What follows belongs to an exercise in optimizing a design on an open flow for small area, a short achievable clock period and few clock cycles; a production flow would make more cautious choices. The RTL was checked by simulation tests, not by an equivalence proof against the original design. Power is estimated from default activity; no workload was simulated.

== oak ==
## user_proj_sdram
module user_proj_sdram (
    input  wire        wb_clk_i,
    input  wire        wb_rst_i,
    input  wire        wbs_stb_i,
    input  wire        wbs_cyc_i,
    input  wire        wbs_we_i,
    input  wire [3:0]  wbs_sel_i,
    input  wire [31:0] wbs_dat_i,
    input  wire [31:0] wbs_adr_i,
    output wire        wbs_ack_o,
    output wire [31:0] wbs_dat_o,
    output wire        sdram_cke,
    output wire        sdram_cs_n,
    output wire        sdram_ras_n,
    output wire        sdram_cas_n,
    output wire        sdram_we_n,
    output wire [3:0]  sdram_dqm,
    output wire [1:0]  sdram_ba,
    output wire [12:0] sdram_a,
    input  wire [31:0] sdram_dqi,
    output wire [31:0] sdram_dqo
);
Size: ~1100 cells after synthesis, ~170 flip-flops, roughly 190 I/O pins, about 9600 µm² of cells after synthesis.
==> flow/config.mk <==
export PLATFORM = sky130hd
export DESIGN_NAME = user_proj_sdram
export DESIGN_NICKNAME = user_proj_sdram
export VERILOG_FILES = /design/flow/design.v
export SDC_FILE = /design/flow/constraint.sdc
export NUM_CORES = 4
export LEC_CHECK = 0
export ABC_AREA = 1
export CAP_MARGIN = 20
export CORE_MARGIN = 2
export CORE_UTILIZATION = 40
export SETUP_SLACK_MARGIN = 1.25
export SLEW_MARGIN = 20
==> flow/constraint.sdc <==
create_clock -name core_clock -period 4.5 [get_ports {wb_clk_i}]
set_input_delay 0.9000 -clock core_clock [delete_from_list [all_inputs] [get_ports {wb_clk_i}]]
set_output_delay 0.9000 -clock core_clock [all_outputs]
set_load 0.01 [all_outputs]
standard.sh (not shown) runs the stock make flow with config.mk's settings and CLKGATE_MAP_FILE= SYNTH_SCRIPT=/design/flow/synth_recipe.tcl, a recipe that flattens the netlist after the stock synthesis.
==> flow/flow/run.sh <==
#!/bin/bash
# Standard layout, with the smallest buffer on the ports (buffer_ports
# otherwise picks clkdlybuf4s50_1); timing repair still sizes them up where
# needed. Each tool writes its own log under orfs/logs; make's output goes
# to flow_make.log.
set -euo pipefail
export BUFFER_PORTS_ARGS="-buffer_cell sky130_fd_sc_hd__buf_1"
bash standard.sh > flow_make.log 2>&1
Testbench counts of oak, summed over its fixed seeds: cycles 22,467.
Input-level comparison between pine and oak:
-- flow/config.mk --
<<< oak, line 12
export SETUP_SLACK_MARGIN = 1.25
>>> pine, line 12
export SETUP_SLACK_MARGIN = 1.1
==> summary.txt <==
Going from oak to pine, final design utilization shrinks by 3.1 points.
Comparing pine with oak, the adder-cell share of the synthesized area came out essentially unchanged.
Diff oak -> pine: area overhead of the layout relative to synthesis went down 7.5 points; via count went down about 3.2%.
Cell with the largest stage delay on the worst path = nand4_1: oak; cell with the largest stage delay on the worst path = xnor2_1: pine
For birch, these inputs were changed with respect to pine:
-- flow/config.mk --
<<< pine, line 12
export SETUP_SLACK_MARGIN = 1.1
>>> birch, line 12
export PLACE_DENSITY = 0.8
export SETUP_SLACK_MARGIN = 1.0
Findings:
The run showing the smaller overall fraction of global-route tracks in use is birch.
Of pine and birch, the higher internal power component belongs to pine.
Compared birch vs pine, and final standard cell utilization of the core is down in birch.
Against pine, birch reports a via count that is higher.
A launch point of the worst path of wbs_adr_i[8] is what birch shows, while wbs_adr_i[20] belongs to pine.
Wire length reported by the detailed router delta (birch − pine): favourable
pine was larger in final cell area than birch.
Edits applied to the flow inputs when going from birch to maple:
-- flow/config.mk --
<<< birch, line 11
export CORE_UTILIZATION = 40
export PLACE_DENSITY = 0.8
>>> maple, line 11
export CORE_UTILIZATION = 55
Notes after the runs:
- Looking at area used by multi-input combinational logic, maple sits above birch.
- Compared maple vs birch, and global-route wire length before repair is down in maple.
- Routed wire length deteriorates in maple relative to birch.
- In maple, post-cts gate resize count is higher than in birch.
- On post-route core utilization: maple sits above birch.
- maple: final worst slack is 86 ps higher than what birch reported.
- Final period demand of the worst path on maple is ahead of birch.

* * *

The RTL this note starts from:
==> flow/design.v <==
`default_nettype none
module sdram_controller (
    input  wire        clk,
    input  wire        rst,
    input  wire        req,
    input  wire        we,
    input  wire [3:0]  sel,
    input  wire [22:0] adr,
    input  wire [31:0] dat_i,
    output wire        ack,
    output wire [31:0] dat_o,
    output wire        sdram_cke,
    output wire        sdram_cs_n,
    output wire        sdram_ras_n,
    output wire        sdram_cas_n,
    output wire        sdram_we_n,
    output wire [3:0]  sdram_dqm,
    output wire [1:0]  sdram_ba,
    output wire [12:0] sdram_a,
    input  wire [31:0] sdram_dqi,
    output wire [31:0] sdram_dqo
);
    localparam [3:0] CMD_NOP       = 4'b0111;
    localparam [3:0] CMD_ACTIVE    = 4'b0011;
    localparam [3:0] CMD_READ      = 4'b0101;
    localparam [3:0] CMD_WRITE     = 4'b0100;
    localparam [3:0] CMD_PRECHARGE = 4'b0010;
    localparam [3:0] CMD_REFRESH   = 4'b0001;
    localparam [9:0] REF_AT = 10'd760;
    reg  [3:0]  cmd_q;
    reg  [1:0]  ba_q;
    reg  [12:0] a_q;
    reg  [3:0]  open_q;
    reg  [10:0] row_q [0:3];
    reg  [2:0]  tl_q;            
    reg  [1:0]  lb_q;            
    reg  [9:0]  rcnt_q;          
    reg         rreq_q;
    reg         av_q, bv_q;
    reg  [11:0] atag_q, btag_q;
    reg         rpend_q;                    
    reg         eon_q;
    reg  [11:0] p0_q, p1_q;                 
    reg  [5:0]  d0_q, d1_q;                 
    reg  [11:0] h1n_q;                      
    reg  [9:0]  h2n_q;                      
    reg         hseq_q;                     
    reg  [1:0]  hcnt_q;
    integer i;
    wire rd = req & ~we;
    wire wr = req & we;
    wire [1:0]  xb = adr[13:12];
    wire [10:0] xr = {adr[1:0], adr[22:14]};
    wire [1:0]  pb = p0_q[11:10];
    wire last_act = (cmd_q == CMD_ACTIVE);
    wire last_pre = (cmd_q == CMD_PRECHARGE);
    wire pins_free = (cmd_q == CMD_NOP) | (cmd_q == CMD_READ);
    reg [3:0] rw_ok, wr_ok, pre_ok, act_ok, row_hit_x;
    reg       all_pre_ok, ref_ok;
    always @* begin
        all_pre_ok = 1'b1;
        ref_ok = ~last_pre & ~(|open_q);
        for (i = 0; i < 4; i = i + 1) begin
            rw_ok[i]  = open_q[i] & ((lb_q != i) | (tl_q >= 3'd2));
            wr_ok[i]  = open_q[i] & ((lb_q != i) | (tl_q >= 3'd3));
            pre_ok[i] = (tl_q == 3'd5);
            act_ok[i] = ~last_pre & ~last_act & (|rcnt_q[9:3]);
            row_hit_x[i] = (row_q[i] == xr);
            if (open_q[i] && tl_q != 3'd5)
                all_pre_ok = 1'b0;
        end
    end
    wire x_rowok = open_q[xb] & row_hit_x[xb];
    wire hit_b   = bv_q & (adr[13:2] == btag_q) & row_hit_x[xb];
    wire       col_eq = (adr[11:2] == btag_q[9:0]);
    reg  [3:0] ack_b;
    always @* begin
        for (i = 0; i < 4; i = i + 1)
            ack_b[i] = (xb == i) & row_hit_x[i] &
                       ((rd & col_eq & bv_q & (btag_q[11:10] == i)) |
                        (wr & wr_ok[i] & ~rreq_q & pins_free));
    end
    wire x_go    = rw_ok[xb] & row_hit_x[xb] & ~rreq_q;
    wire w_go    = wr_ok[xb] & row_hit_x[xb] & ~rreq_q & pins_free;
    wire w_sel   = wr & pins_free;    
    wire p_go    = eon_q & rw_ok[pb] & ~rreq_q;
    wire wr_acc = wr & w_go;
    wire rd_ack = rd & hit_b;
    wire miss   = rd & ~hit_b & ~rpend_q;
    assign ack = |ack_b;
    assign dat_o = sdram_dqi;
    reg  [3:0]  cmd_d;
    reg  [1:0]  ba_d;
    reg  [12:0] a_d;
    reg         do_act, do_pre, do_pre_all, do_ref, dir_rd, spec_rd;
    always @* begin
        cmd_d = CMD_NOP;
        ba_d = xb;
        a_d = {3'b000, adr[11:2]};
        do_act = 1'b0;
        do_pre = 1'b0;
        do_pre_all = 1'b0;
        do_ref = 1'b0;
        dir_rd = 1'b0;
        spec_rd = 1'b0;
        if (rreq_q) begin
            a_d[10] = 1'b1;
            if (|open_q) begin
                if (all_pre_ok) begin
                    cmd_d = CMD_PRECHARGE;
                    do_pre_all = 1'b1;
                end
            end else if (ref_ok) begin
                cmd_d = CMD_REFRESH;
                do_ref = 1'b1;
            end
        end else if (wr | miss) begin
            if (x_rowok) begin
                if (rd & x_go) begin
                    cmd_d = CMD_READ;
                    dir_rd = 1'b1;
                end
            end else if (open_q[xb]) begin
                if (pre_ok[xb]) begin
                    cmd_d = CMD_PRECHARGE;
                    do_pre = 1'b1;
                end
            end else if (act_ok[xb]) begin
                cmd_d = CMD_ACTIVE;
                a_d = {2'b00, xr};
                do_act = 1'b1;
            end
        end else if (p_go) begin
            cmd_d = CMD_READ;
            ba_d = pb;
            a_d = {3'b000, p0_q[9:0]};
            spec_rd = 1'b1;
        end
    end
    assign sdram_cke = 1'b1;
    assign sdram_cs_n  = cmd_q[3];
    assign sdram_ras_n = w_sel | cmd_q[2];
    assign sdram_cas_n = w_sel ? ~w_go : cmd_q[1];
    assign sdram_we_n  = w_sel ? ~w_go : cmd_q[0];
    assign sdram_ba = w_sel ? xb : ba_q;
    assign sdram_a = w_sel ? {3'b000, adr[11:2]} : a_q;
    assign sdram_dqo = dat_i;
    assign sdram_dqm = ~sel;
    wire        dual = (hcnt_q == 2'd3) & hseq_q & (adr[11:2] != h1n_q[9:0]);
    wire [5:0]  t_dx = adr[7:2] - h2n_q[5:0] + 6'd1;
    wire [9:0]  t_2x = {adr[10:2], 1'b1} - h2n_q;   
    wire [11:0] t_p0 = dual ? h1n_q : {adr[13:12], adr[11:2] + 10'd1};
    wire [11:0] t_p1 = {adr[13:12], dual ? t_2x : adr[11:2] + 10'd2};
    wire [5:0]  t_d0 = dual ? 6'd1 : 6'd2;
    wire [5:0]  t_d1 = dual ? t_dx[5:0] : 6'd2;
    always @(posedge clk) begin
        if (rst) begin
            cmd_q <= CMD_NOP;
            open_q <= 4'd0;
            tl_q <= 3'd5;
            rcnt_q <= 10'd0;
            rreq_q <= 1'b0;
            av_q <= 1'b0;
            bv_q <= 1'b0;
            rpend_q <= 1'b0;
            eon_q <= 1'b0;
            hcnt_q <= 2'd0;
        end else begin
            cmd_q <= cmd_d;
            if (tl_q != 3'd5) tl_q <= tl_q + 3'd1;
            if (do_act) begin
                open_q[xb] <= 1'b1;
                tl_q <= 3'd1;
                lb_q <= xb;
            end
            if (do_pre)
                open_q[xb] <= 1'b0;
            if (do_pre_all)
                open_q <= 4'd0;
            if (do_ref) begin
                rcnt_q <= 10'd0;
                rreq_q <= 1'b0;
            end else begin
                rcnt_q <= rcnt_q + 10'd1;
                if (rcnt_q == REF_AT)
                    rreq_q <= 1'b1;
            end
            av_q <= (cmd_q == CMD_READ) & ~w_sel;
            bv_q <= av_q & ~wr_acc;
            rpend_q <= (rpend_q | dir_rd) & ~rd_ack & ~wr_acc;
            if (wr_acc) begin
                eon_q <= 1'b0;
                hcnt_q <= 2'd0;
            end else if (dir_rd)
                eon_q <= 1'b1;
            if (rd_ack && hcnt_q != 2'd3)
                hcnt_q <= hcnt_q + 2'd1;
        end
        ba_q <= ba_d;
        a_q <= a_d;
        if (do_act)
            row_q[xb] <= xr;
        atag_q <= {ba_q, a_q[9:0]};
        btag_q <= atag_q;
        if (dir_rd) begin
            p0_q <= t_p0;
            p1_q <= t_p1;
            d0_q <= t_d0;
            d1_q <= t_d1;
        end else if (spec_rd) begin
            p0_q <= p1_q;
            p1_q <= {p0_q[11:10], p0_q[9:0] + {4'd0, d0_q}};
            d0_q <= d1_q;
            d1_q <= d0_q;
        end
        if (rd_ack) begin
            h1n_q <= {adr[13:12], adr[11:2] + 10'd1};
            h2n_q <= h1n_q[9:0];
            hseq_q <= (adr[11:2] == h2n_q);
        end
    end
endmodule
`default_nettype wire
`default_nettype none
module user_proj_sdram (
    input  wire        wb_clk_i,
    input  wire        wb_rst_i,
    input  wire        wbs_stb_i,
    input  wire        wbs_cyc_i,
    input  wire        wbs_we_i,
    input  wire [3:0]  wbs_sel_i,
    input  wire [31:0] wbs_dat_i,
    input  wire [31:0] wbs_adr_i,
    output wire        wbs_ack_o,
    output wire [31:0] wbs_dat_o,
    output wire        sdram_cke,
    output wire        sdram_cs_n,
    output wire        sdram_ras_n,
    output wire        sdram_cas_n,
    output wire        sdram_we_n,
    output wire [3:0]  sdram_dqm,
    output wire [1:0]  sdram_ba,
    output wire [12:0] sdram_a,
    input  wire [31:0] sdram_dqi,
    output wire [31:0] sdram_dqo
);
    sdram_controller u_ctrl (
        .clk      (wb_clk_i),
        .rst      (wb_rst_i),
        .req      (wbs_stb_i & wbs_cyc_i),
        .we       (wbs_we_i),
        .sel      (wbs_sel_i),
        .adr      (wbs_adr_i[22:0]),
        .dat_i    (wbs_dat_i),
        .ack      (wbs_ack_o),
        .dat_o    (wbs_dat_o),
        .sdram_cke(sdram_cke),
        .sdram_cs_n(sdram_cs_n),
        .sdram_ras_n(sdram_ras_n),
        .sdram_cas_n(sdram_cas_n),
        .sdram_we_n(sdram_we_n),
        .sdram_dqm(sdram_dqm),
        .sdram_ba (sdram_ba),
        .sdram_a  (sdram_a),
        .sdram_dqi(sdram_dqi),
        .sdram_dqo(sdram_dqo)
    );
endmodule
`default_nettype wire
export LEC_CHECK = 0
export ABC_AREA = 1
export CAP_MARGIN = 20
export CORE_MARGIN = 2
export CORE_UTILIZATION = 40
export SETUP_SLACK_MARGIN = 1.1
export SLEW_MARGIN = 20
create_clock -name core_clock -period 4.5 [get_ports {wb_clk_i}]
Scripts as last shown in full above: flow/flow/run.sh
Testbench counts at the start, summed over its fixed seeds: cycles 23,337.
Edit:
Settings changed: SETUP_SLACK_MARGIN 1.1 to 0.8.
What happened:
- sequential power is about the same
- worst hold slack hardly moves
- via count shrinks by about 1.9%
- total power shrinks by 0.84%
- non-clock buffer count shrinks by 13
Edit:
Settings changed: ABC_AREA 1 to 0, ABC_CLOCK_PERIOD_IN_PS set to 1500, SETUP_SLACK_MARGIN 0.8 to 1.5.
First-iteration DRC count decreases by well over a third.
Wire length decreases by roughly a tenth.
Power decreases slightly.
Non-clock buffer count increases by 28.
Via count decreases by about a fifth.
Hold slack is better by 0.0051 ns.
Edit:
Settings changed: ABC_AREA 0 to 1, ABC_CLOCK_PERIOD_IN_PS 1500 to unset.
Effect: The changed run completed without violations; non-clock buffer count is higher by 28; clock-buffer cell count stays the same; core utilization is higher by 3.0 points; register-to-register slack gets better by 0.09 ns; sequential power hardly moves; cell area is higher by 14%; maximum frequency is higher by 8.7%.

## afterwards: timing with drivers on the ports
In the flow no input, the clock included, has a driving cell. The finished layouts below were timed again as built, in two steps.
Step 1 sets driving cells, clkbuf_16 on the clock port and buf_2 on the other inputs (assumed; they add their load-dependent delay and slew).
Step 2 moves the port delays by t, midway between the first and last clock arrival at a register: inputs arrive t later, outputs are due t later. That takes back most of the time a late clock gives input paths.
Three values: no drivers, after step 1, after step 2; two values: the first two.
run	shift t [ns]	slack for setup (ns)	worst hold slack (ns)	latest minus earliest clock arrival (ns)	worst slew at a driven data input, ns
oak	0.476	1.079 / 1.060 / 1.019	0.328 / 0.328 / 0.328	0.007 / 0.007	0.12
pine	0.470	1.132 / 1.107 / 0.863	0.328 / 0.328 / 0.328	0.015 / 0.015	0.09
birch	0.476	1.004 / 0.981 / 0.826	0.320 / 0.320 / 0.320	0.014 / 0.014	0.07
maple	0.469	1.090 / 1.062 / 0.836	0.327 / 0.327 / 0.327	0.011 / 0.011	0.07
the first run of note 2	0.470	1.165 / 1.143 / 0.929	0.324 / 0.324 / 0.324	0.013 / 0.013	0.09
the second run of note 2	0.467	0.923 / 0.894 / 0.894	0.323 / 0.323 / 0.323	0.012 / 0.012	0.09
the third run of note 2	0.485	0.918 / 0.888 / 0.888	0.328 / 0.328 / 0.328	0.016 / 0.016	0.07
the fourth run of note 2	0.476	1.205 / 1.181 / 0.997	0.327 / 0.327 / 0.327	0.015 / 0.015	0.12
After both steps every run listed still meets setup and hold. For pine, which loses most, drivers alone change the setup slack by -0.025 ns; drivers and shift together by -0.269 ns.
